Source: an optimization exercise on an open RTL-to-GDS flow (aim: small area, a short achievable clock period and few clock cycles per item). Production flows keep margins and buffers that such runs may drop.
In this exercise RTL edits were held to simulation tests only and were not proved equivalent to the original.
Power is estimated from default activity; no workload was simulated.

[run.sh]
#!/bin/bash
# synth_recipe.tcl (not shown) runs the flow's synth.tcl, then flattens the netlist and writes it again
# the make line also repeats each setting of config.mk as NAME=value (left out here)
make -C /OpenROAD-flow-scripts/flow DESIGN_CONFIG=/design/flow/config.mk WORK_HOME=/design/flow/orfs CLKGATE_MAP_FILE= SYNTH_SCRIPT=/design/flow/synth_recipe.tcl finish
[config.mk]
export PLATFORM = sky130hd
export DESIGN_NAME = converter
export DESIGN_NICKNAME = converter
export VERILOG_FILES = /design/flow/design.v
export SDC_FILE = /design/flow/constraint.sdc
export NUM_CORES = 4
export LEC_CHECK = 0
export CAP_MARGIN = 20
export CORE_MARGIN = 4
export CORE_UTILIZATION = 40
export PLACE_DENSITY = 0.6
export SETUP_SLACK_MARGIN = 3.5
export SLEW_MARGIN = 20
export SYNTH_HIERARCHICAL = 1
[constraint.sdc]
create_clock -name core_clock -period 10.0 [get_ports {clk}]
set_input_delay 2.0000 -clock core_clock [delete_from_list [all_inputs] [get_ports {clk}]]
set_output_delay 2.0000 -clock core_clock [all_outputs]
set_load 0.01 [all_outputs]
[design.v]
module converter (clk, rst, number_in, valid_in, conv_type, select, reverse, number_out, valid_out);
input clk, rst;
input reverse;
input valid_in;
input [31:0] number_in;
input [1:0]  conv_type;
input [2:0]  select;
output [31:0] number_out;
output valid_out;
wire [5:0] set_in = {conv_type, select, reverse};
reg [31:0] factor_in;
always @* begin
  case (set_in)
    6'b00_000_0: factor_in = 32'h41cb3333; 6'b00_000_1: factor_in = 32'h3d214270;
    6'b00_001_0: factor_in = 32'h40228f5c; 6'b00_001_1: factor_in = 32'h3ec9930c;
    6'b00_010_0: factor_in = 32'h3cd013a9; 6'b00_010_1: factor_in = 32'h421d7afb;
    6'b00_011_0: factor_in = 32'h3e9c0ebf; 6'b00_011_1: factor_in = 32'h4051f944;
    6'b00_100_0: factor_in = 32'h399fcd90; 6'b00_100_1: factor_in = 32'h454d0d70;
    6'b00_101_0: factor_in = 32'h3f6a161e; 6'b00_101_1: factor_in = 32'h3f8bfb83;
    6'b00_110_0: factor_in = 32'h3a6fb458; 6'b00_110_1: factor_in = 32'h4488b3a0;
    6'b00_111_0: factor_in = 32'h3fcdfd8b; 6'b00_111_1: factor_in = 32'h3f1f1349;
    6'b01_000_0: factor_in = 32'h46dd7c00; 6'b01_000_1: factor_in = 32'h3813f27b;
    6'b01_001_0: factor_in = 32'h41e2cccd; 6'b01_001_1: factor_in = 32'h3d107acc;
    6'b01_010_0: factor_in = 32'h43e2cccd; 6'b01_010_1: factor_in = 32'h3b107ab7;
    6'b01_011_0: factor_in = 32'h3ee83e42; 6'b01_011_1: factor_in = 32'h400d17ee;
    6'b01_100_0: factor_in = 32'h40cb35a8; 6'b01_100_1: factor_in = 32'h3e214091;
    6'b01_101_0: factor_in = 32'h424b353f; 6'b01_101_1: factor_in = 32'h3ca140c2;
    6'b01_110_0: factor_in = 32'h4462cccd; 6'b01_110_1: factor_in = 32'h3a907ab7;
    6'b01_111_0: factor_in = 32'h3f683e42; 6'b01_111_1: factor_in = 32'h3f8d17ee;
    6'b10_000_0: factor_in = 32'h41831893; 6'b10_000_1: factor_in = 32'h3d79f341;
    6'b10_001_0: factor_in = 32'h3ce7ff58; 6'b10_001_1: factor_in = 32'h420d3e31;
    6'b10_010_0: factor_in = 32'h41ec978d; 6'b10_010_1: factor_in = 32'h3d0a7f80;
    6'b10_011_0: factor_in = 32'h3cf2452c; 6'b10_011_1: factor_in = 32'h42074102;
    6'b10_100_0: factor_in = 32'h43ec999a; 6'b10_100_1: factor_in = 32'h3b0a7eca;
    6'b10_101_0: factor_in = 32'h3ef24745; 6'b10_101_1: factor_in = 32'h40073fd5;
    6'b10_110_0: factor_in = 32'h407243fe; 6'b10_110_1: factor_in = 32'h3e8741a8;
    6'b10_111_0: factor_in = 32'h3b781479; 6'b10_111_1: factor_in = 32'h43841621;
    default: factor_in = set_in[0] ? 32'h3fe66666 : 32'h3f0e38e4;  
  endcase
end
reg [30:0] factor;
reg [1:0]  mode_r;
always @(posedge clk) begin
  factor <= factor_in[30:0];
  mode_r <= {conv_type == 2'b11, reverse};
end
wire temp = mode_r[1];
wire fc2  = temp & ~mode_r[0];   
wire c2f  = temp &  mode_r[0];   
reg  [35:0] t_r;                               
wire [31:0] add_y;
fp_add_post u_post (.st(t_r), .y(add_y));
wire [31:0] a = fc2 ? add_y : number_in;      
wire [47:0] ra, rb;
sigmul u_mul (.x({1'b1, a[22:0]}), .c({1'b1, factor[22:0]}), .ra(ra), .rb(rb));
wire [24:0] lo = {1'b0, ra[23:0]} + {1'b0, rb[23:0]};
reg [23:0] m_ra, m_rb;
reg        m_c, m_s, m_p;
reg [7:0]  m_e;
reg        v1, v2;
always @(posedge clk) begin
  v1   <= valid_in & ~rst;
  v2   <= v1 & ~rst;
  m_ra <= ra[47:24];
  m_rb <= rb[47:24];
  m_c  <= lo[24];
  m_s  <= a[31];
  m_e  <= a[30:23] + factor[30:23] - 8'd127;
  m_p  <= {1'b1, a[22:0]} >= 24'h8e38e4;
end
wire [23:0] P = m_ra + m_rb + {23'd0, m_c};
wire [31:0] mul_y = {m_s, m_e + {7'd0, P[23]}, P[23] ? P[22:0] : {P[21:0], 1'b0}};
wire [31:0] cf_y  = {m_s, m_e + {7'd0, m_p}, m_p ? P[22:0] : {P[21:0], 1'b0}};   
wire [35:0] add_st;
fp_add_pre u_add (.a(c2f ? cf_y : number_in), .sb(~c2f), .st(add_st));
always @(posedge clk) t_r <= add_st;
assign number_out = c2f ? add_y : mul_y;
assign valid_out  = temp ? v2 : v1;
endmodule   
module sigmul(x, c, ra, rb);
input  [23:0] x;
input  [23:0] c;
output [47:0] ra, rb;
wire [26:0] cc = {2'b00, c, 1'b0};
wire [11:0] neg, one, two;
assign neg[0] = cc[2] & ~(cc[1] & cc[0]);
assign one[0] = cc[1] ^ cc[0];
assign two[0] = (cc[2] & ~cc[1] & ~cc[0]) | (~cc[2] & cc[1] & cc[0]);
wire [24:0] xn0 = {1'b0, x} ^ {25{neg[0]}};
wire [24:0] pp0 = ({25{one[0]}} & xn0) | ({25{two[0]}} & {xn0[23:0], neg[0]});
assign neg[1] = cc[4] & ~(cc[3] & cc[2]);
assign one[1] = cc[3] ^ cc[2];
assign two[1] = (cc[4] & ~cc[3] & ~cc[2]) | (~cc[4] & cc[3] & cc[2]);
wire [24:0] xn1 = {1'b0, x} ^ {25{neg[1]}};
wire [24:0] pp1 = ({25{one[1]}} & xn1) | ({25{two[1]}} & {xn1[23:0], neg[1]});
assign neg[2] = cc[6] & ~(cc[5] & cc[4]);
assign one[2] = cc[5] ^ cc[4];
assign two[2] = (cc[6] & ~cc[5] & ~cc[4]) | (~cc[6] & cc[5] & cc[4]);
wire [24:0] xn2 = {1'b0, x} ^ {25{neg[2]}};
wire [24:0] pp2 = ({25{one[2]}} & xn2) | ({25{two[2]}} & {xn2[23:0], neg[2]});
assign neg[3] = cc[8] & ~(cc[7] & cc[6]);
assign one[3] = cc[7] ^ cc[6];
assign two[3] = (cc[8] & ~cc[7] & ~cc[6]) | (~cc[8] & cc[7] & cc[6]);
wire [24:0] xn3 = {1'b0, x} ^ {25{neg[3]}};
wire [24:0] pp3 = ({25{one[3]}} & xn3) | ({25{two[3]}} & {xn3[23:0], neg[3]});
assign neg[4] = cc[10] & ~(cc[9] & cc[8]);
assign one[4] = cc[9] ^ cc[8];
assign two[4] = (cc[10] & ~cc[9] & ~cc[8]) | (~cc[10] & cc[9] & cc[8]);
wire [24:0] xn4 = {1'b0, x} ^ {25{neg[4]}};
wire [24:0] pp4 = ({25{one[4]}} & xn4) | ({25{two[4]}} & {xn4[23:0], neg[4]});
assign neg[5] = cc[12] & ~(cc[11] & cc[10]);
assign one[5] = cc[11] ^ cc[10];
assign two[5] = (cc[12] & ~cc[11] & ~cc[10]) | (~cc[12] & cc[11] & cc[10]);
wire [24:0] xn5 = {1'b0, x} ^ {25{neg[5]}};
wire [24:0] pp5 = ({25{one[5]}} & xn5) | ({25{two[5]}} & {xn5[23:0], neg[5]});
assign neg[6] = cc[14] & ~(cc[13] & cc[12]);
assign one[6] = cc[13] ^ cc[12];
assign two[6] = (cc[14] & ~cc[13] & ~cc[12]) | (~cc[14] & cc[13] & cc[12]);
wire [24:0] xn6 = {1'b0, x} ^ {25{neg[6]}};
wire [24:0] pp6 = ({25{one[6]}} & xn6) | ({25{two[6]}} & {xn6[23:0], neg[6]});
assign neg[7] = cc[16] & ~(cc[15] & cc[14]);
assign one[7] = cc[15] ^ cc[14];
assign two[7] = (cc[16] & ~cc[15] & ~cc[14]) | (~cc[16] & cc[15] & cc[14]);
wire [24:0] xn7 = {1'b0, x} ^ {25{neg[7]}};
wire [24:0] pp7 = ({25{one[7]}} & xn7) | ({25{two[7]}} & {xn7[23:0], neg[7]});
assign neg[8] = cc[18] & ~(cc[17] & cc[16]);
assign one[8] = cc[17] ^ cc[16];
assign two[8] = (cc[18] & ~cc[17] & ~cc[16]) | (~cc[18] & cc[17] & cc[16]);
wire [24:0] xn8 = {1'b0, x} ^ {25{neg[8]}};
wire [24:0] pp8 = ({25{one[8]}} & xn8) | ({25{two[8]}} & {xn8[23:0], neg[8]});
assign neg[9] = cc[20] & ~(cc[19] & cc[18]);
assign one[9] = cc[19] ^ cc[18];
assign two[9] = (cc[20] & ~cc[19] & ~cc[18]) | (~cc[20] & cc[19] & cc[18]);
wire [24:0] xn9 = {1'b0, x} ^ {25{neg[9]}};
wire [24:0] pp9 = ({25{one[9]}} & xn9) | ({25{two[9]}} & {xn9[23:0], neg[9]});
assign neg[10] = cc[22] & ~(cc[21] & cc[20]);
assign one[10] = cc[21] ^ cc[20];
assign two[10] = (cc[22] & ~cc[21] & ~cc[20]) | (~cc[22] & cc[21] & cc[20]);
wire [24:0] xn10 = {1'b0, x} ^ {25{neg[10]}};
wire [24:0] pp10 = ({25{one[10]}} & xn10) | ({25{two[10]}} & {xn10[23:0], neg[10]});
assign neg[11] = cc[24] & ~(cc[23] & cc[22]);
assign one[11] = cc[23] ^ cc[22];
assign two[11] = (cc[24] & ~cc[23] & ~cc[22]) | (~cc[24] & cc[23] & cc[22]);
wire [24:0] xn11 = {1'b0, x} ^ {25{neg[11]}};
wire [24:0] pp11 = ({25{one[11]}} & xn11) | ({25{two[11]}} & {xn11[23:0], neg[11]});
wire s1, c2;
ha u_s1 (.a(~neg[0]), .b(pp1[23]), .s(s1), .co(c2));
wire s3, c4;
ha u_s3 (.a(pp1[24]), .b(pp2[22]), .s(s3), .co(c4));
wire s5, c6;
ha u_s5 (.a(pp0[16]), .b(pp1[14]), .s(s5), .co(c6));
wire s7, c8;
ha u_s7 (.a(pp0[17]), .b(pp1[15]), .s(s7), .co(c8));
wire s9, c10;
fa u_s9 (.a(pp0[18]), .b(pp1[16]), .c(pp2[14]), .s(s9), .co(c10));
wire s11, c12;
ha u_s11 (.a(pp3[12]), .b(pp4[10]), .s(s11), .co(c12));
wire s13, c14;
fa u_s13 (.a(pp0[19]), .b(pp1[17]), .c(pp2[15]), .s(s13), .co(c14));
wire s15, c16;
ha u_s15 (.a(pp3[13]), .b(pp4[11]), .s(s15), .co(c16));
wire s17, c18;
fa u_s17 (.a(pp0[20]), .b(pp1[18]), .c(pp2[16]), .s(s17), .co(c18));
wire s19, c20;
fa u_s19 (.a(pp3[14]), .b(pp4[12]), .c(pp5[10]), .s(s19), .co(c20));
wire s21, c22;
ha u_s21 (.a(pp6[8]), .b(pp7[6]), .s(s21), .co(c22));
wire s23, c24;
fa u_s23 (.a(pp0[21]), .b(pp1[19]), .c(pp2[17]), .s(s23), .co(c24));
wire s25, c26;
fa u_s25 (.a(pp3[15]), .b(pp4[13]), .c(pp5[11]), .s(s25), .co(c26));
wire s27, c28;
ha u_s27 (.a(pp6[9]), .b(pp7[7]), .s(s27), .co(c28));
wire s29, c30;
fa u_s29 (.a(pp0[22]), .b(pp1[20]), .c(pp2[18]), .s(s29), .co(c30));
wire s31, c32;
fa u_s31 (.a(pp3[16]), .b(pp4[14]), .c(pp5[12]), .s(s31), .co(c32));
wire s33, c34;
fa u_s33 (.a(pp6[10]), .b(pp7[8]), .c(pp8[6]), .s(s33), .co(c34));
wire s35, c36;
ha u_s35 (.a(pp9[4]), .b(pp10[2]), .s(s35), .co(c36));
wire s37, c38;
fa u_s37 (.a(pp0[23]), .b(pp1[21]), .c(pp2[19]), .s(s37), .co(c38));
wire s39, c40;
fa u_s39 (.a(pp3[17]), .b(pp4[15]), .c(pp5[13]), .s(s39), .co(c40));
wire s41, c42;
fa u_s41 (.a(pp6[11]), .b(pp7[9]), .c(pp8[7]), .s(s41), .co(c42));
wire s43, c44;
ha u_s43 (.a(pp9[5]), .b(pp10[3]), .s(s43), .co(c44));
wire s45, c46;
fa u_s45 (.a(pp0[24]), .b(pp1[22]), .c(pp2[20]), .s(s45), .co(c46));
wire s47, c48;
fa u_s47 (.a(pp3[18]), .b(pp4[16]), .c(pp5[14]), .s(s47), .co(c48));
wire s49, c50;
fa u_s49 (.a(pp6[12]), .b(pp7[10]), .c(pp8[8]), .s(s49), .co(c50));
wire s51, c52;
fa u_s51 (.a(pp9[6]), .b(pp10[4]), .c(pp11[2]), .s(s51), .co(c52));
wire s53, c54;
fa u_s53 (.a(pp2[21]), .b(pp3[19]), .c(pp4[17]), .s(s53), .co(c54));
wire s55, c56;
fa u_s55 (.a(pp5[15]), .b(pp6[13]), .c(pp7[11]), .s(s55), .co(c56));
wire s57, c58;
fa u_s57 (.a(pp8[9]), .b(pp9[7]), .c(pp10[5]), .s(s57), .co(c58));
wire s59 = ~(pp11[3] ^ x[1]);
wire c60 = pp11[3] | x[1];
wire s61, c62;
fa u_s61 (.a(pp3[20]), .b(pp4[18]), .c(pp5[16]), .s(s61), .co(c62));
wire s63, c64;
fa u_s63 (.a(pp6[14]), .b(pp7[12]), .c(pp8[10]), .s(s63), .co(c64));
wire s65, c66;
fa u_s65 (.a(pp9[8]), .b(pp10[6]), .c(pp11[4]), .s(s65), .co(c66));
wire s67 = ~(x[2] ^ c2);
wire c68 = x[2] | c2;
wire s69, c70;
fa u_s69 (.a(~neg[1]), .b(pp2[23]), .c(pp3[21]), .s(s69), .co(c70));
wire s71, c72;
fa u_s71 (.a(pp4[19]), .b(pp5[17]), .c(pp6[15]), .s(s71), .co(c72));
wire s73, c74;
fa u_s73 (.a(pp7[13]), .b(pp8[11]), .c(pp9[9]), .s(s73), .co(c74));
wire s75, c76;
fa u_s75 (.a(pp10[7]), .b(pp11[5]), .c(x[3]), .s(s75), .co(c76));
wire s77, c78;
fa u_s77 (.a(pp2[24]), .b(pp3[22]), .c(pp4[20]), .s(s77), .co(c78));
wire s79, c80;
fa u_s79 (.a(pp5[18]), .b(pp6[16]), .c(pp7[14]), .s(s79), .co(c80));
wire s81, c82;
fa u_s81 (.a(pp8[12]), .b(pp9[10]), .c(pp10[8]), .s(s81), .co(c82));
wire s83, c84;
ha u_s83 (.a(pp11[6]), .b(x[4]), .s(s83), .co(c84));
wire s85, c86;
fa u_s85 (.a(~neg[2]), .b(pp3[23]), .c(pp4[21]), .s(s85), .co(c86));
wire s87, c88;
fa u_s87 (.a(pp5[19]), .b(pp6[17]), .c(pp7[15]), .s(s87), .co(c88));
wire s89, c90;
fa u_s89 (.a(pp8[13]), .b(pp9[11]), .c(pp10[9]), .s(s89), .co(c90));
wire s91, c92;
fa u_s91 (.a(pp3[24]), .b(pp4[22]), .c(pp5[20]), .s(s91), .co(c92));
wire s93, c94;
fa u_s93 (.a(pp6[18]), .b(pp7[16]), .c(pp8[14]), .s(s93), .co(c94));
wire s95, c96;
ha u_s95 (.a(pp9[12]), .b(pp10[10]), .s(s95), .co(c96));
wire s97, c98;
fa u_s97 (.a(~neg[3]), .b(pp4[23]), .c(pp5[21]), .s(s97), .co(c98));
wire s99, c100;
fa u_s99 (.a(pp6[19]), .b(pp7[17]), .c(pp8[15]), .s(s99), .co(c100));
wire s101, c102;
fa u_s101 (.a(pp4[24]), .b(pp5[22]), .c(pp6[20]), .s(s101), .co(c102));
wire s103, c104;
ha u_s103 (.a(pp7[18]), .b(pp8[16]), .s(s103), .co(c104));
wire s105, c106;
fa u_s105 (.a(~neg[4]), .b(pp5[23]), .c(pp6[21]), .s(s105), .co(c106));
wire s107, c108;
ha u_s107 (.a(pp5[24]), .b(pp6[22]), .s(s107), .co(c108));
wire s109, c110;
ha u_s109 (.a(pp0[10]), .b(pp1[8]), .s(s109), .co(c110));
wire s111, c112;
ha u_s111 (.a(pp0[11]), .b(pp1[9]), .s(s111), .co(c112));
wire s113, c114;
fa u_s113 (.a(pp0[12]), .b(pp1[10]), .c(pp2[8]), .s(s113), .co(c114));
wire s115, c116;
ha u_s115 (.a(pp3[6]), .b(pp4[4]), .s(s115), .co(c116));
wire s117, c118;
fa u_s117 (.a(pp0[13]), .b(pp1[11]), .c(pp2[9]), .s(s117), .co(c118));
wire s119, c120;
ha u_s119 (.a(pp3[7]), .b(pp4[5]), .s(s119), .co(c120));
wire s121, c122;
fa u_s121 (.a(pp0[14]), .b(pp1[12]), .c(pp2[10]), .s(s121), .co(c122));
wire s123, c124;
fa u_s123 (.a(pp3[8]), .b(pp4[6]), .c(pp5[4]), .s(s123), .co(c124));
wire s125, c126;
ha u_s125 (.a(pp6[2]), .b(pp7[0]), .s(s125), .co(c126));
wire s127, c128;
fa u_s127 (.a(pp0[15]), .b(pp1[13]), .c(pp2[11]), .s(s127), .co(c128));
wire s129, c130;
fa u_s129 (.a(pp3[9]), .b(pp4[7]), .c(pp5[5]), .s(s129), .co(c130));
wire s131, c132;
ha u_s131 (.a(pp6[3]), .b(pp7[1]), .s(s131), .co(c132));
wire s133, c134;
fa u_s133 (.a(pp2[12]), .b(pp3[10]), .c(pp4[8]), .s(s133), .co(c134));
wire s135, c136;
fa u_s135 (.a(pp5[6]), .b(pp6[4]), .c(pp7[2]), .s(s135), .co(c136));
wire s137, c138;
fa u_s137 (.a(pp8[0]), .b(neg[8]), .c(s5), .s(s137), .co(c138));
wire s139, c140;
fa u_s139 (.a(pp2[13]), .b(pp3[11]), .c(pp4[9]), .s(s139), .co(c140));
wire s141, c142;
fa u_s141 (.a(pp5[7]), .b(pp6[5]), .c(pp7[3]), .s(s141), .co(c142));
wire s143, c144;
fa u_s143 (.a(pp8[1]), .b(c6), .c(s7), .s(s143), .co(c144));
wire s145, c146;
fa u_s145 (.a(pp5[8]), .b(pp6[6]), .c(pp7[4]), .s(s145), .co(c146));
wire s147, c148;
fa u_s147 (.a(pp8[2]), .b(pp9[0]), .c(neg[9]), .s(s147), .co(c148));
wire s149, c150;
fa u_s149 (.a(c8), .b(s9), .c(s11), .s(s149), .co(c150));
wire s151, c152;
fa u_s151 (.a(pp5[9]), .b(pp6[7]), .c(pp7[5]), .s(s151), .co(c152));
wire s153, c154;
fa u_s153 (.a(pp8[3]), .b(pp9[1]), .c(c10), .s(s153), .co(c154));
wire s155, c156;
fa u_s155 (.a(c12), .b(s13), .c(s15), .s(s155), .co(c156));
wire s157, c158;
fa u_s157 (.a(pp8[4]), .b(pp9[2]), .c(pp10[0]), .s(s157), .co(c158));
wire s159, c160;
fa u_s159 (.a(neg[10]), .b(c14), .c(c16), .s(s159), .co(c160));
wire s161, c162;
fa u_s161 (.a(s17), .b(s19), .c(s21), .s(s161), .co(c162));
wire s163, c164;
fa u_s163 (.a(pp8[5]), .b(pp9[3]), .c(pp10[1]), .s(s163), .co(c164));
wire s165, c166;
fa u_s165 (.a(c18), .b(c20), .c(c22), .s(s165), .co(c166));
wire s167, c168;
fa u_s167 (.a(s23), .b(s25), .c(s27), .s(s167), .co(c168));
wire s169, c170;
fa u_s169 (.a(pp11[0]), .b(neg[11]), .c(c24), .s(s169), .co(c170));
wire s171, c172;
fa u_s171 (.a(c26), .b(c28), .c(s29), .s(s171), .co(c172));
wire s173, c174;
fa u_s173 (.a(s31), .b(s33), .c(s35), .s(s173), .co(c174));
wire s175, c176;
fa u_s175 (.a(pp11[1]), .b(c30), .c(c32), .s(s175), .co(c176));
wire s177, c178;
fa u_s177 (.a(c34), .b(c36), .c(s37), .s(s177), .co(c178));
wire s179, c180;
fa u_s179 (.a(s39), .b(s41), .c(s43), .s(s179), .co(c180));
wire s181, c182;
fa u_s181 (.a(x[0]), .b(c38), .c(c40), .s(s181), .co(c182));
wire s183, c184;
fa u_s183 (.a(c42), .b(c44), .c(s45), .s(s183), .co(c184));
wire s185, c186;
fa u_s185 (.a(s47), .b(s49), .c(s51), .s(s185), .co(c186));
wire s187, c188;
fa u_s187 (.a(s1), .b(c46), .c(c48), .s(s187), .co(c188));
wire s189, c190;
fa u_s189 (.a(c50), .b(c52), .c(s53), .s(s189), .co(c190));
wire s191, c192;
fa u_s191 (.a(s55), .b(s57), .c(s59), .s(s191), .co(c192));
wire s193, c194;
fa u_s193 (.a(s3), .b(c54), .c(c56), .s(s193), .co(c194));
wire s195, c196;
fa u_s195 (.a(c58), .b(c60), .c(s61), .s(s195), .co(c196));
wire s197, c198;
fa u_s197 (.a(s63), .b(s65), .c(s67), .s(s197), .co(c198));
wire s199, c200;
fa u_s199 (.a(c4), .b(c62), .c(c64), .s(s199), .co(c200));
wire s201, c202;
fa u_s201 (.a(c66), .b(c68), .c(s69), .s(s201), .co(c202));
wire s203, c204;
fa u_s203 (.a(s71), .b(s73), .c(s75), .s(s203), .co(c204));
wire s205 = ~(c70 ^ c72);
wire c206 = c70 | c72;
wire s207, c208;
fa u_s207 (.a(c74), .b(c76), .c(s77), .s(s207), .co(c208));
wire s209, c210;
fa u_s209 (.a(s79), .b(s81), .c(s83), .s(s209), .co(c210));
wire s211, c212;
fa u_s211 (.a(pp11[7]), .b(x[5]), .c(c78), .s(s211), .co(c212));
wire s213, c214;
fa u_s213 (.a(c80), .b(c82), .c(c84), .s(s213), .co(c214));
wire s215, c216;
fa u_s215 (.a(s85), .b(s87), .c(s89), .s(s215), .co(c216));
wire s217 = ~(pp11[8] ^ x[6]);
wire c218 = pp11[8] | x[6];
wire s219, c220;
fa u_s219 (.a(c86), .b(c88), .c(c90), .s(s219), .co(c220));
wire s221, c222;
fa u_s221 (.a(s91), .b(s93), .c(s95), .s(s221), .co(c222));
wire s223, c224;
fa u_s223 (.a(pp9[13]), .b(pp10[11]), .c(pp11[9]), .s(s223), .co(c224));
wire s225, c226;
fa u_s225 (.a(x[7]), .b(c92), .c(c94), .s(s225), .co(c226));
wire s227, c228;
fa u_s227 (.a(c96), .b(s97), .c(s99), .s(s227), .co(c228));
wire s229, c230;
fa u_s229 (.a(pp9[14]), .b(pp10[12]), .c(pp11[10]), .s(s229), .co(c230));
wire s231 = ~(x[8] ^ c98);
wire c232 = x[8] | c98;
wire s233, c234;
fa u_s233 (.a(c100), .b(s101), .c(s103), .s(s233), .co(c234));
wire s235, c236;
fa u_s235 (.a(pp7[19]), .b(pp8[17]), .c(pp9[15]), .s(s235), .co(c236));
wire s237, c238;
fa u_s237 (.a(pp10[13]), .b(pp11[11]), .c(x[9]), .s(s237), .co(c238));
wire s239, c240;
fa u_s239 (.a(c102), .b(c104), .c(s105), .s(s239), .co(c240));
wire s241, c242;
fa u_s241 (.a(pp7[20]), .b(pp8[18]), .c(pp9[16]), .s(s241), .co(c242));
wire s243, c244;
fa u_s243 (.a(pp10[14]), .b(pp11[12]), .c(x[10]), .s(s243), .co(c244));
wire s245 = ~(c106 ^ s107);
wire c246 = c106 | s107;
wire s247, c248;
fa u_s247 (.a(~neg[5]), .b(pp6[23]), .c(pp7[21]), .s(s247), .co(c248));
wire s249, c250;
fa u_s249 (.a(pp8[19]), .b(pp9[17]), .c(pp10[15]), .s(s249), .co(c250));
wire s251, c252;
fa u_s251 (.a(pp11[13]), .b(x[11]), .c(c108), .s(s251), .co(c252));
wire s253, c254;
fa u_s253 (.a(pp6[24]), .b(pp7[22]), .c(pp8[20]), .s(s253), .co(c254));
wire s255, c256;
fa u_s255 (.a(pp9[18]), .b(pp10[16]), .c(pp11[14]), .s(s255), .co(c256));
wire s257 = ~x[12];
wire c258 = x[12];
wire s259, c260;
fa u_s259 (.a(~neg[6]), .b(pp7[23]), .c(pp8[21]), .s(s259), .co(c260));
wire s261, c262;
fa u_s261 (.a(pp9[19]), .b(pp10[17]), .c(pp11[15]), .s(s261), .co(c262));
wire s263, c264;
fa u_s263 (.a(pp7[24]), .b(pp8[22]), .c(pp9[20]), .s(s263), .co(c264));
wire s265, c266;
ha u_s265 (.a(pp10[18]), .b(pp11[16]), .s(s265), .co(c266));
wire s267, c268;
fa u_s267 (.a(~neg[7]), .b(pp8[23]), .c(pp9[21]), .s(s267), .co(c268));
wire s269, c270;
ha u_s269 (.a(pp8[24]), .b(pp9[22]), .s(s269), .co(c270));
wire s271, c272;
ha u_s271 (.a(pp0[6]), .b(pp1[4]), .s(s271), .co(c272));
wire s273, c274;
ha u_s273 (.a(pp0[7]), .b(pp1[5]), .s(s273), .co(c274));
wire s275, c276;
fa u_s275 (.a(pp0[8]), .b(pp1[6]), .c(pp2[4]), .s(s275), .co(c276));
wire s277, c278;
ha u_s277 (.a(pp3[2]), .b(pp4[0]), .s(s277), .co(c278));
wire s279, c280;
fa u_s279 (.a(pp0[9]), .b(pp1[7]), .c(pp2[5]), .s(s279), .co(c280));
wire s281, c282;
ha u_s281 (.a(pp3[3]), .b(pp4[1]), .s(s281), .co(c282));
wire s283, c284;
fa u_s283 (.a(pp2[6]), .b(pp3[4]), .c(pp4[2]), .s(s283), .co(c284));
wire s285, c286;
fa u_s285 (.a(pp5[0]), .b(neg[5]), .c(s109), .s(s285), .co(c286));
wire s287, c288;
fa u_s287 (.a(pp2[7]), .b(pp3[5]), .c(pp4[3]), .s(s287), .co(c288));
wire s289, c290;
fa u_s289 (.a(pp5[1]), .b(c110), .c(s111), .s(s289), .co(c290));
wire s291, c292;
fa u_s291 (.a(pp5[2]), .b(pp6[0]), .c(neg[6]), .s(s291), .co(c292));
wire s293, c294;
fa u_s293 (.a(c112), .b(s113), .c(s115), .s(s293), .co(c294));
wire s295, c296;
fa u_s295 (.a(pp5[3]), .b(pp6[1]), .c(c114), .s(s295), .co(c296));
wire s297, c298;
fa u_s297 (.a(c116), .b(s117), .c(s119), .s(s297), .co(c298));
wire s299, c300;
fa u_s299 (.a(neg[7]), .b(c118), .c(c120), .s(s299), .co(c300));
wire s301, c302;
fa u_s301 (.a(s121), .b(s123), .c(s125), .s(s301), .co(c302));
wire s303, c304;
fa u_s303 (.a(c122), .b(c124), .c(c126), .s(s303), .co(c304));
wire s305, c306;
fa u_s305 (.a(s127), .b(s129), .c(s131), .s(s305), .co(c306));
wire s307, c308;
fa u_s307 (.a(c128), .b(c130), .c(c132), .s(s307), .co(c308));
wire s309, c310;
fa u_s309 (.a(s133), .b(s135), .c(s137), .s(s309), .co(c310));
wire s311, c312;
fa u_s311 (.a(c134), .b(c136), .c(c138), .s(s311), .co(c312));
wire s313, c314;
fa u_s313 (.a(s139), .b(s141), .c(s143), .s(s313), .co(c314));
wire s315, c316;
fa u_s315 (.a(c140), .b(c142), .c(c144), .s(s315), .co(c316));
wire s317, c318;
fa u_s317 (.a(s145), .b(s147), .c(s149), .s(s317), .co(c318));
wire s319, c320;
fa u_s319 (.a(c146), .b(c148), .c(c150), .s(s319), .co(c320));
wire s321, c322;
fa u_s321 (.a(s151), .b(s153), .c(s155), .s(s321), .co(c322));
wire s323, c324;
fa u_s323 (.a(c152), .b(c154), .c(c156), .s(s323), .co(c324));
wire s325, c326;
fa u_s325 (.a(s157), .b(s159), .c(s161), .s(s325), .co(c326));
wire s327, c328;
fa u_s327 (.a(c158), .b(c160), .c(c162), .s(s327), .co(c328));
wire s329, c330;
fa u_s329 (.a(s163), .b(s165), .c(s167), .s(s329), .co(c330));
wire s331, c332;
fa u_s331 (.a(c164), .b(c166), .c(c168), .s(s331), .co(c332));
wire s333, c334;
fa u_s333 (.a(s169), .b(s171), .c(s173), .s(s333), .co(c334));
wire s335, c336;
fa u_s335 (.a(c170), .b(c172), .c(c174), .s(s335), .co(c336));
wire s337, c338;
fa u_s337 (.a(s175), .b(s177), .c(s179), .s(s337), .co(c338));
wire s339, c340;
fa u_s339 (.a(c176), .b(c178), .c(c180), .s(s339), .co(c340));
wire s341, c342;
fa u_s341 (.a(s181), .b(s183), .c(s185), .s(s341), .co(c342));
wire s343, c344;
fa u_s343 (.a(c182), .b(c184), .c(c186), .s(s343), .co(c344));
wire s345, c346;
fa u_s345 (.a(s187), .b(s189), .c(s191), .s(s345), .co(c346));
wire s347, c348;
fa u_s347 (.a(c188), .b(c190), .c(c192), .s(s347), .co(c348));
wire s349, c350;
fa u_s349 (.a(s193), .b(s195), .c(s197), .s(s349), .co(c350));
wire s351, c352;
fa u_s351 (.a(c194), .b(c196), .c(c198), .s(s351), .co(c352));
wire s353, c354;
fa u_s353 (.a(s199), .b(s201), .c(s203), .s(s353), .co(c354));
wire s355, c356;
fa u_s355 (.a(c200), .b(c202), .c(c204), .s(s355), .co(c356));
wire s357, c358;
fa u_s357 (.a(s205), .b(s207), .c(s209), .s(s357), .co(c358));
wire s359, c360;
fa u_s359 (.a(c206), .b(c208), .c(c210), .s(s359), .co(c360));
wire s361, c362;
fa u_s361 (.a(s211), .b(s213), .c(s215), .s(s361), .co(c362));
wire s363, c364;
fa u_s363 (.a(c212), .b(c214), .c(c216), .s(s363), .co(c364));
wire s365, c366;
fa u_s365 (.a(s217), .b(s219), .c(s221), .s(s365), .co(c366));
wire s367, c368;
fa u_s367 (.a(c218), .b(c220), .c(c222), .s(s367), .co(c368));
wire s369, c370;
fa u_s369 (.a(s223), .b(s225), .c(s227), .s(s369), .co(c370));
wire s371, c372;
fa u_s371 (.a(c224), .b(c226), .c(c228), .s(s371), .co(c372));
wire s373, c374;
fa u_s373 (.a(s229), .b(s231), .c(s233), .s(s373), .co(c374));
wire s375, c376;
fa u_s375 (.a(c230), .b(c232), .c(c234), .s(s375), .co(c376));
wire s377, c378;
fa u_s377 (.a(s235), .b(s237), .c(s239), .s(s377), .co(c378));
wire s379, c380;
fa u_s379 (.a(c236), .b(c238), .c(c240), .s(s379), .co(c380));
wire s381, c382;
fa u_s381 (.a(s241), .b(s243), .c(s245), .s(s381), .co(c382));
wire s383, c384;
fa u_s383 (.a(c242), .b(c244), .c(c246), .s(s383), .co(c384));
wire s385, c386;
fa u_s385 (.a(s247), .b(s249), .c(s251), .s(s385), .co(c386));
wire s387, c388;
fa u_s387 (.a(c248), .b(c250), .c(c252), .s(s387), .co(c388));
wire s389, c390;
fa u_s389 (.a(s253), .b(s255), .c(s257), .s(s389), .co(c390));
wire s391, c392;
fa u_s391 (.a(x[13]), .b(c254), .c(c256), .s(s391), .co(c392));
wire s393, c394;
fa u_s393 (.a(c258), .b(s259), .c(s261), .s(s393), .co(c394));
wire s395 = ~(x[14] ^ c260);
wire c396 = x[14] | c260;
wire s397, c398;
fa u_s397 (.a(c262), .b(s263), .c(s265), .s(s397), .co(c398));
wire s399, c400;
fa u_s399 (.a(pp10[19]), .b(pp11[17]), .c(x[15]), .s(s399), .co(c400));
wire s401, c402;
fa u_s401 (.a(c264), .b(c266), .c(s267), .s(s401), .co(c402));
wire s403, c404;
fa u_s403 (.a(pp10[20]), .b(pp11[18]), .c(x[16]), .s(s403), .co(c404));
wire s405 = ~(c268 ^ s269);
wire c406 = c268 | s269;
wire s407, c408;
fa u_s407 (.a(~neg[8]), .b(pp9[23]), .c(pp10[21]), .s(s407), .co(c408));
wire s409, c410;
fa u_s409 (.a(pp11[19]), .b(x[17]), .c(c270), .s(s409), .co(c410));
wire s411, c412;
fa u_s411 (.a(pp9[24]), .b(pp10[22]), .c(pp11[20]), .s(s411), .co(c412));
wire s413 = ~x[18];
wire c414 = x[18];
wire s415, c416;
fa u_s415 (.a(~neg[9]), .b(pp10[23]), .c(pp11[21]), .s(s415), .co(c416));
wire s417, c418;
ha u_s417 (.a(pp10[24]), .b(pp11[22]), .s(s417), .co(c418));
wire s419, c420;
ha u_s419 (.a(pp0[4]), .b(pp1[2]), .s(s419), .co(c420));
wire s421, c422;
ha u_s421 (.a(pp0[5]), .b(pp1[3]), .s(s421), .co(c422));
wire s423, c424;
fa u_s423 (.a(pp2[2]), .b(pp3[0]), .c(neg[3]), .s(s423), .co(c424));
wire s425, c426;
fa u_s425 (.a(pp2[3]), .b(pp3[1]), .c(c272), .s(s425), .co(c426));
wire s427, c428;
fa u_s427 (.a(neg[4]), .b(c274), .c(s275), .s(s427), .co(c428));
wire s429, c430;
fa u_s429 (.a(c276), .b(c278), .c(s279), .s(s429), .co(c430));
wire s431, c432;
fa u_s431 (.a(c280), .b(c282), .c(s283), .s(s431), .co(c432));
wire s433, c434;
fa u_s433 (.a(c284), .b(c286), .c(s287), .s(s433), .co(c434));
wire s435, c436;
fa u_s435 (.a(c288), .b(c290), .c(s291), .s(s435), .co(c436));
wire s437, c438;
fa u_s437 (.a(c292), .b(c294), .c(s295), .s(s437), .co(c438));
wire s439, c440;
fa u_s439 (.a(c296), .b(c298), .c(s299), .s(s439), .co(c440));
wire s441, c442;
fa u_s441 (.a(c300), .b(c302), .c(s303), .s(s441), .co(c442));
wire s443, c444;
fa u_s443 (.a(c304), .b(c306), .c(s307), .s(s443), .co(c444));
wire s445, c446;
fa u_s445 (.a(c308), .b(c310), .c(s311), .s(s445), .co(c446));
wire s447, c448;
fa u_s447 (.a(c312), .b(c314), .c(s315), .s(s447), .co(c448));
wire s449, c450;
fa u_s449 (.a(c316), .b(c318), .c(s319), .s(s449), .co(c450));
wire s451, c452;
fa u_s451 (.a(c320), .b(c322), .c(s323), .s(s451), .co(c452));
wire s453, c454;
fa u_s453 (.a(c324), .b(c326), .c(s327), .s(s453), .co(c454));
wire s455, c456;
fa u_s455 (.a(c328), .b(c330), .c(s331), .s(s455), .co(c456));
wire s457, c458;
fa u_s457 (.a(c332), .b(c334), .c(s335), .s(s457), .co(c458));
wire s459, c460;
fa u_s459 (.a(c336), .b(c338), .c(s339), .s(s459), .co(c460));
wire s461, c462;
fa u_s461 (.a(c340), .b(c342), .c(s343), .s(s461), .co(c462));
wire s463, c464;
fa u_s463 (.a(c344), .b(c346), .c(s347), .s(s463), .co(c464));
wire s465, c466;
fa u_s465 (.a(c348), .b(c350), .c(s351), .s(s465), .co(c466));
wire s467, c468;
fa u_s467 (.a(c352), .b(c354), .c(s355), .s(s467), .co(c468));
wire s469, c470;
fa u_s469 (.a(c356), .b(c358), .c(s359), .s(s469), .co(c470));
wire s471, c472;
fa u_s471 (.a(c360), .b(c362), .c(s363), .s(s471), .co(c472));
wire s473, c474;
fa u_s473 (.a(c364), .b(c366), .c(s367), .s(s473), .co(c474));
wire s475, c476;
fa u_s475 (.a(c368), .b(c370), .c(s371), .s(s475), .co(c476));
wire s477, c478;
fa u_s477 (.a(c372), .b(c374), .c(s375), .s(s477), .co(c478));
wire s479, c480;
fa u_s479 (.a(c376), .b(c378), .c(s379), .s(s479), .co(c480));
wire s481, c482;
fa u_s481 (.a(c380), .b(c382), .c(s383), .s(s481), .co(c482));
wire s483, c484;
fa u_s483 (.a(c384), .b(c386), .c(s387), .s(s483), .co(c484));
wire s485, c486;
fa u_s485 (.a(c388), .b(c390), .c(s391), .s(s485), .co(c486));
wire s487, c488;
fa u_s487 (.a(c392), .b(c394), .c(s395), .s(s487), .co(c488));
wire s489, c490;
fa u_s489 (.a(c396), .b(c398), .c(s399), .s(s489), .co(c490));
wire s491, c492;
fa u_s491 (.a(c400), .b(c402), .c(s403), .s(s491), .co(c492));
wire s493, c494;
fa u_s493 (.a(c404), .b(c406), .c(s407), .s(s493), .co(c494));
wire s495, c496;
fa u_s495 (.a(c408), .b(c410), .c(s411), .s(s495), .co(c496));
wire s497, c498;
fa u_s497 (.a(x[19]), .b(c412), .c(c414), .s(s497), .co(c498));
wire s499 = ~(x[20] ^ c416);
wire c500 = x[20] | c416;
wire s501, c502;
fa u_s501 (.a(~neg[10]), .b(pp11[23]), .c(x[21]), .s(s501), .co(c502));
wire s503, c504;
ha u_s503 (.a(pp11[24]), .b(x[22]), .s(s503), .co(c504));
wire s505, c506;
ha u_s505 (.a(pp0[2]), .b(pp1[0]), .s(s505), .co(c506));
wire s507, c508;
ha u_s507 (.a(pp0[3]), .b(pp1[1]), .s(s507), .co(c508));
wire s509, c510;
fa u_s509 (.a(pp2[0]), .b(neg[2]), .c(s419), .s(s509), .co(c510));
wire s511, c512;
fa u_s511 (.a(pp2[1]), .b(c420), .c(s421), .s(s511), .co(c512));
wire s513, c514;
fa u_s513 (.a(s271), .b(c422), .c(s423), .s(s513), .co(c514));
wire s515, c516;
fa u_s515 (.a(s273), .b(c424), .c(s425), .s(s515), .co(c516));
wire s517, c518;
fa u_s517 (.a(s277), .b(c426), .c(s427), .s(s517), .co(c518));
wire s519, c520;
fa u_s519 (.a(s281), .b(c428), .c(s429), .s(s519), .co(c520));
wire s521, c522;
fa u_s521 (.a(s285), .b(c430), .c(s431), .s(s521), .co(c522));
wire s523, c524;
fa u_s523 (.a(s289), .b(c432), .c(s433), .s(s523), .co(c524));
wire s525, c526;
fa u_s525 (.a(s293), .b(c434), .c(s435), .s(s525), .co(c526));
wire s527, c528;
fa u_s527 (.a(s297), .b(c436), .c(s437), .s(s527), .co(c528));
wire s529, c530;
fa u_s529 (.a(s301), .b(c438), .c(s439), .s(s529), .co(c530));
wire s531, c532;
fa u_s531 (.a(s305), .b(c440), .c(s441), .s(s531), .co(c532));
wire s533, c534;
fa u_s533 (.a(s309), .b(c442), .c(s443), .s(s533), .co(c534));
wire s535, c536;
fa u_s535 (.a(s313), .b(c444), .c(s445), .s(s535), .co(c536));
wire s537, c538;
fa u_s537 (.a(s317), .b(c446), .c(s447), .s(s537), .co(c538));
wire s539, c540;
fa u_s539 (.a(s321), .b(c448), .c(s449), .s(s539), .co(c540));
wire s541, c542;
fa u_s541 (.a(s325), .b(c450), .c(s451), .s(s541), .co(c542));
wire s543, c544;
fa u_s543 (.a(s329), .b(c452), .c(s453), .s(s543), .co(c544));
wire s545, c546;
fa u_s545 (.a(s333), .b(c454), .c(s455), .s(s545), .co(c546));
wire s547, c548;
fa u_s547 (.a(s337), .b(c456), .c(s457), .s(s547), .co(c548));
wire s549, c550;
fa u_s549 (.a(s341), .b(c458), .c(s459), .s(s549), .co(c550));
wire s551, c552;
fa u_s551 (.a(s345), .b(c460), .c(s461), .s(s551), .co(c552));
wire s553, c554;
fa u_s553 (.a(s349), .b(c462), .c(s463), .s(s553), .co(c554));
wire s555, c556;
fa u_s555 (.a(s353), .b(c464), .c(s465), .s(s555), .co(c556));
wire s557, c558;
fa u_s557 (.a(s357), .b(c466), .c(s467), .s(s557), .co(c558));
wire s559, c560;
fa u_s559 (.a(s361), .b(c468), .c(s469), .s(s559), .co(c560));
wire s561, c562;
fa u_s561 (.a(s365), .b(c470), .c(s471), .s(s561), .co(c562));
wire s563, c564;
fa u_s563 (.a(s369), .b(c472), .c(s473), .s(s563), .co(c564));
wire s565, c566;
fa u_s565 (.a(s373), .b(c474), .c(s475), .s(s565), .co(c566));
wire s567, c568;
fa u_s567 (.a(s377), .b(c476), .c(s477), .s(s567), .co(c568));
wire s569, c570;
fa u_s569 (.a(s381), .b(c478), .c(s479), .s(s569), .co(c570));
wire s571, c572;
fa u_s571 (.a(s385), .b(c480), .c(s481), .s(s571), .co(c572));
wire s573, c574;
fa u_s573 (.a(s389), .b(c482), .c(s483), .s(s573), .co(c574));
wire s575, c576;
fa u_s575 (.a(s393), .b(c484), .c(s485), .s(s575), .co(c576));
wire s577, c578;
fa u_s577 (.a(s397), .b(c486), .c(s487), .s(s577), .co(c578));
wire s579, c580;
fa u_s579 (.a(s401), .b(c488), .c(s489), .s(s579), .co(c580));
wire s581, c582;
fa u_s581 (.a(s405), .b(c490), .c(s491), .s(s581), .co(c582));
wire s583, c584;
fa u_s583 (.a(s409), .b(c492), .c(s493), .s(s583), .co(c584));
wire s585, c586;
fa u_s585 (.a(s413), .b(c494), .c(s495), .s(s585), .co(c586));
wire s587, c588;
fa u_s587 (.a(s415), .b(c496), .c(s497), .s(s587), .co(c588));
wire s589, c590;
fa u_s589 (.a(s417), .b(c498), .c(s499), .s(s589), .co(c590));
wire s591, c592;
fa u_s591 (.a(c418), .b(c500), .c(s501), .s(s591), .co(c592));
wire s593 = ~(c502 ^ s503);
wire c594 = c502 | s503;
wire s595, c596;
fa u_s595 (.a(~neg[11]), .b(x[23]), .c(c504), .s(s595), .co(c596));
assign ra = {c594, c592, c590, c588, c586, c584, c582, c580, c578, c576, c574, c572, c570, c568, c566, c564, c562, c560, c558, c556, c554, c552, c550, c548, c546, c544, c542, c540, c538, c536, c534, c532, c530, c528, c526, c524, c522, c520, c518, c516, c514, c512, c510, c508, c506, neg[1], pp0[1], pp0[0]};
assign rb = {s595, s593, s591, s589, s587, s585, s583, s581, s579, s577, s575, s573, s571, s569, s567, s565, s563, s561, s559, s557, s555, s553, s551, s549, s547, s545, s543, s541, s539, s537, s535, s533, s531, s529, s527, s525, s523, s521, s519, s517, s515, s513, s511, s509, s507, s505, 1'b0, neg[0]};
endmodule
module fa(a, b, c, s, co);
input a, b, c;
output s, co;
assign s = a ^ b ^ c;
assign co = (a & b) | (a & c) | (b & c);
endmodule
module ha(a, b, s, co);
input a, b;
output s, co;
assign s = a ^ b;
assign co = a & b;
endmodule
module fp_add_pre(a, sb, st);
input  [31:0] a;
input         sb;
output [35:0] st;
wire        sa  = a[31];
wire [7:0]  fe  = a[30:23];
wire [22:0] fr  = a[22:0];
wire [23:0] ma  = {1'b1, fr};
wire        sub = sa ^ sb;
wire        big   = fe >= 8'd132;
wire        eq    = fe == 8'd132;
wire        one_below = fe == 8'd131;
wire        killb = fe >= 8'd156;             
wire        killa = fe <= 8'd108;             
wire [7:0]  ds    = 8'd132 - fe;
reg  [23:0] mb, ms;
integer i;
always @* begin
  for (i = 0; i < 24; i = i + 1) begin
    mb[i] = (fe >= 8'd155 - i) & ~killb;
    ms[i] = (fe >= 8'd132 - i);
  end
end
reg  [23:0] cb, wo;
integer s;
always @* begin
  cb = {(ma[22:0] ^ {23{sub}}) | ~mb[22:0], 1'b1};
  wo = {ma[22:0] & ms[22:0], 1'b0};
  for (s = 1; s < 24; s = s * 2) begin
    cb = cb & (cb << s | ((24'd1 << s) - 24'd1));
    wo = wo | (wo << s);
  end
end
wire [23:0] tb   = ma ^ (mb & cb);
wire        ovn  = cb[23] & ~killb;          
wire [1:0]  c_big = ovn ? (sub ? 2'd1 : 2'd2) : 2'd0;
wire [7:0]  f_big = ovn ? (sub ? fe - 8'd1 : fe + 8'd1) : fe;
wire [23:0] zn = ma ^ wo;                    
wire [23:0] z  = sub ? zn : ma;
wire [24:0] zs = $signed({sub, z}) >>> ds[4:0];
wire [23:0] ts = killa ? 24'd0 : zs[23:0];
wire [1:0]  c_small = sub ? 2'd1 : 2'd0;
wire [7:0]  f_small = (sub & ~killa) ? 8'd131 : 8'd132;
wire [21:0] negv = zn[22:1];
wire        vz   = ~|fr[22:1];
wire [22:0] N    = eq ? fr : {vz, negv};
wire [31:0] Np   = {N, 1'b1, 8'd0};
reg  [15:0] v1, c1;
reg  [7:0]  v2; reg [15:0] c2;
reg  [3:0]  v3; reg [11:0] c3;
reg  [1:0]  v4; reg [7:0]  c4;
reg  [4:0]  lz;
integer g;
always @* begin
  for (g = 0; g < 16; g = g + 1) begin
    v1[g] = Np[2*g+1] | Np[2*g];
    c1[g] = ~Np[2*g+1];
  end
  for (g = 0; g < 8; g = g + 1) begin
    v2[g] = v1[2*g+1] | v1[2*g];
    c2[2*g+:2] = v1[2*g+1] ? {1'b0, c1[2*g+1]} : {1'b1, c1[2*g]};
  end
  for (g = 0; g < 4; g = g + 1) begin
    v3[g] = v2[2*g+1] | v2[2*g];
    c3[3*g+:3] = v2[2*g+1] ? {1'b0, c2[2*(2*g+1)+:2]} : {1'b1, c2[2*(2*g)+:2]};
  end
  for (g = 0; g < 2; g = g + 1) begin
    v4[g] = v3[2*g+1] | v3[2*g];
    c4[4*g+:4] = v3[2*g+1] ? {1'b0, c3[3*(2*g+1)+:3]} : {1'b1, c3[3*(2*g)+:3]};
  end
  lz = v4[1] ? {1'b0, c4[7:4]} : {1'b1, c4[3:0]};
end
wire        near = sub & (eq | one_below);
wire        sgn  = (sub & ~big) ? sb : sa;
assign st = near ? {sgn, 1'b1, 1'b0, N, 2'd0, 3'd0, lz}
          : big  ? {sgn, 1'b0, tb, c_big, f_big}
          :        {sgn, 1'b0, ts, c_small, f_small};
endmodule
module fp_add_post(st, y);
input  [35:0] st;
output [31:0] y;
wire        sgn  = st[35];
wire        near = st[34];
wire [23:0] v    = st[33:10];
wire [1:0]  code = st[9:8];
wire [7:0]  f    = st[7:0];
wire [4:0]  lz   = f[4:0];
wire [22:0] N    = v[22:0];
wire [22:0] n4 = lz[4] ? {N[6:0], 16'd0} : N;
wire [22:0] n3 = lz[3] ? {n4[14:0], 8'd0} : n4;
wire [22:0] n2 = lz[2] ? {n3[18:0], 4'd0} : n3;
wire [22:0] n1s = lz[1] ? {n2[20:0], 2'd0} : n2;
wire [22:0] n0 = lz[0] ? {n1s[21:0], 1'b0} : n1s;
wire        nzero  = lz == 5'd23;
wire [22:0] m_near = {n0[21:0], 1'b0};
wire [7:0]  f_near = nzero ? 8'd1 : 8'd131 - {3'd0, lz};
wire [22:0] m_far = code[0] ? {v[21:0], 1'b0} : code[1] ? v[23:1] : v[22:0];
assign y = near ? {sgn, f_near, m_near} : {sgn, f, m_far};
endmodule
==> summary.txt <==
Status = finished clean
Peak Freq = 0.1556 GHz
Fraction of layout cells with a size suffix above 1 = 0.1022
Worst slew pin tran = 1060 ps
Total grt overflow = 0
Final HPWL DP = 84510 um
CP bufs+invs = 3
Max-cap violations = 0
H-tree Lvls = 4
Commonest register cell after synthesis = dfxtp_1
Util after Layout = 0.4242
Longest Clk Path Bufs = 2
Port Buffers = 73
CTS tree = done
Avg Cell Area, Syn = 8.011 um^2
Routed WL = 112700 um
Tot Pwr = 12.66 mW
Synth Instances = 3690
Pwr/cell area = 408.3 nW/um^2
Die ar. = 78320 um^2
Crit-path most repeated cell = nand2_1
Fin crit share = 0.6425
Via count = 28860
First-pass GRT wire length = 170800 um
Pre-CTS setup slack = 2526 ps
Top cell type's share of synthesized area = 0.1747
YS warnings = 8
CP max stage cell = a2111oi_0
Root Driver = clkbuf_16
Core ar. = 73080 um^2
Worst-path cell chain = clkdlybuf4s50_1 > nand2_1 > nand2_2 > inv_1 > buf_4 > ha_1 > or4b_4 > and3_1 > nor3_2 > a211oi_1 > a2111oi_0 > a221o_1 > a2bb2oi_1 > nand2_1 > o2bb2ai_1 > o31ai_2
Die W = 279.9 um
Netlist cell types = 126
Hold WS = 469.5 ps
CP max stage delay = 590 ps
Final setup TNS = 0 ps
CP required = 10380 ps
Final setup violation count = 0
P_leak = 12.01 nW
CP max FO = 27
EDFF count, synth = 0
Share of flip-flops with an asynchronous set or reset = 0
CTS sink count = 128
Setup ws final = 3575 ps
# fillers = 7423
Peak supply drop = 0.0002775 V
Worst Setup End Kind = flip-flop
Drt initial violations = 4050
CTS buffer count = 17
Final Hold Fails = 0
Final nets = 3916
Final Wtd Congestion = 0.9997
Register bit count reported by yosys = 128
Crit-path leading delay family = compound AO/OA/AOI/OAI gates
Antenna-violating nets left = 0
Final worst path period need = 6425 ps
DR DRC count = 0
Slew margin rel. = 0.2750
Ports = 74
Sequential area share after synthesis = 0.08668
Global Route Usage Sum = 0.2802
Area growth syn-to-layout = 4.871%
Crit path DAT = 6800 ps
DIE HEIGHT = 279.9 um
Area contributors post-synth = fa_1, xnor2_1, dfxtp_1
Initial antenna violation count = 3
Vias in the first global route = 27330
Routed wire per std cell = 25.26 um
Pins Over Slew Limit = 0
Clock Skews = 20.85 ps
Clock-pin slew on the worst setup and hold paths = 80 ps
Cts hold-fix bufs = 0
Yosys top cell by area = fa_1
First-pass detailed-route iteration total = 6
Post-Syn Area = 29560 um^2
Worst min path class = flip-flop to flip-flop
Largest net degree at the start of global routing = 69
RSZ-0062 raised after global routing = true
Vias per cell = 6.467
# rows = 99
Clk latency of the worst-skew pair = 470 ps
Worst setup SP type = primary input
CP Class = primary input to flip-flop
Initial Utilization = 0.4045
-- logic make-up after synthesis --
family	count (synthesis)	share of synthesized area
DFF	128	0.08668
adders and majority gates	385	0.2285
AOI/OAI and AO/OA	1145	0.2627
other	2	0.0002540
xor gates and xnor gates	382	0.1152
buffers and inverters	548	0.1014
muxes	137	0.05100
and+or+nand+nor	963	0.1544
-- modules after synthesis, one instance, submodules excluded --
module,cells inside,copies in the design,flip-flops and latches
fa,1,254,0
ha,1,32,0
sigmul,978,1,0
converter,1121,1,128
fp_add_pre,1040,1,0
fp_add_post,265,1,0
-- repair_timing --
item | 4_1_cts | 5_1_grt
resized for setup | 25 | 76
cloned | 1 | 0
setup endpoints to repair | 39 | 41
buffers inserted | 8 | 22
hold endpoints to repair | 0 | 0
pin swaps | 3 | 12
-- layer usage --
layer  global-route usage  share of wire  vias to the layer above
met5                    0        0.00023                        -
met4               0.1089          0.043                        4
met3              0.05917           0.10                      294
met2               0.4215           0.42                     1690
met1               0.3939           0.43                    14010
li1                     -              -                    12860
-- path summary, 6_finish.rpt --
| path | startpoint | endpoint | slack (ps) | cells past startpoint |
|---|---|---|---|---|
| hold reg to reg | v1 | v2 | 470 | 1 |
| setup / recovery | number_in[23] | t_r[10] | 3580 | 16 |
| setup reg to reg | mode_r[1] | t_r[10] | 3750 | 19 |
| hold / removal | v1 | v2 | 470 | 1 |
-- sequential cells by signal, indices dropped and copies added, names as in the netlist --
register,count
factor,29
m_c,1
m_e,8
m_p,1
m_ra,24
m_rb,24
m_s,1
mode_r,2
t_r,36
v1,1
v2,1
-- power by group --
part / internal (mW) / leakage (nW) / total [mW] / switching, mW
sequential: 0.810 / 1.08 / 0.989 / 0.179
clock: 0.349 / 0.281 / 0.636 / 0.287
combinational: 4.82 / 10.6 / 11.0 / 6.22
-- through the flow --
stage	instances	cell area (um^2)
after floorplan	3695	29580
after global placement	4399	29810
after detailed placement	4399	29810
after CTS	4439	30550
after global routing	4461	31000
final	4462	31000
-- final cells by class --
class                   count  area (um^2)  share of cell area
repair buffers            208         1868             0.06026
clock inverters            14        146.4            0.004722
flip-flops and latches    128         2574             0.08302
clock buffers              17        425.4             0.01372
well taps                 959         1200             0.03870
inverters                 115        467.9             0.01509
multi-input cells        3020        24320              0.7844
diodes                      1        2.502          0.00008072
-- synth_stat cells, drive strengths merged, types with 12 or more instances --
cell	instances
a211oi	38
a21boi	12
a21o	41
a21oi	191
a221o	21
a221oi	19
a22o	24
a31oi	56
and2	24
and3	30
buf	254
clkbuf	179
dfxtp	128
fa	258
ha	127
inv	106
mux2	26
mux2i	104
nand2	350
nand2b	42
nand3	62
nand4	33
nor2	262
nor2b	20
nor3	62
nor4	15
o211ai	31
o21a	25
o21ai	191
o21bai	16
o221ai	18
o22ai	290
o31ai	21
xnor2	343
xor2	35
-- layout by cell type, fill, tap and decap left out, types with 95 or more instances in the layout --
cell and n:
o22ai_1 288, a21oi_1 175, xnor2_1 340, buf_4 119, inv_1 95, o21ai_0 155, mux2i_1 102, ha_1 122
dfxtp_1 123, nand2_1 344, nor2_1 258, fa_1 256
Testbench counts, summed over its fixed seeds: cycles 3,804, items 2,503.

[static timing again, ports no longer ideal]
Ports are ideal in the flow. The routed layout listed here was re-timed in OpenROAD. Step 1 assumes that a clkbuf_16 drives the clock port and a buf_2 every other input. Step 2 times the ports against the registers' clock, not the clock port: input delays grow and output delays shrink by t, the midpoint of the rising clock arrivals with the driver on. a / b / c = ideal ports / drivers / drivers and shift; a / b = the first two.
t (ns): 0.534
setup slack, ns: 3.575 / 3.572 / 3.086
worst setup path after step 2: input to register
worst slew at a driven data input, ns: 0.07
cell pins on the clock port's net: 1
After both steps this run still meets setup and hold. The setup slack of this run moves by -0.003 ns with the drivers and by -0.489 ns with both steps.
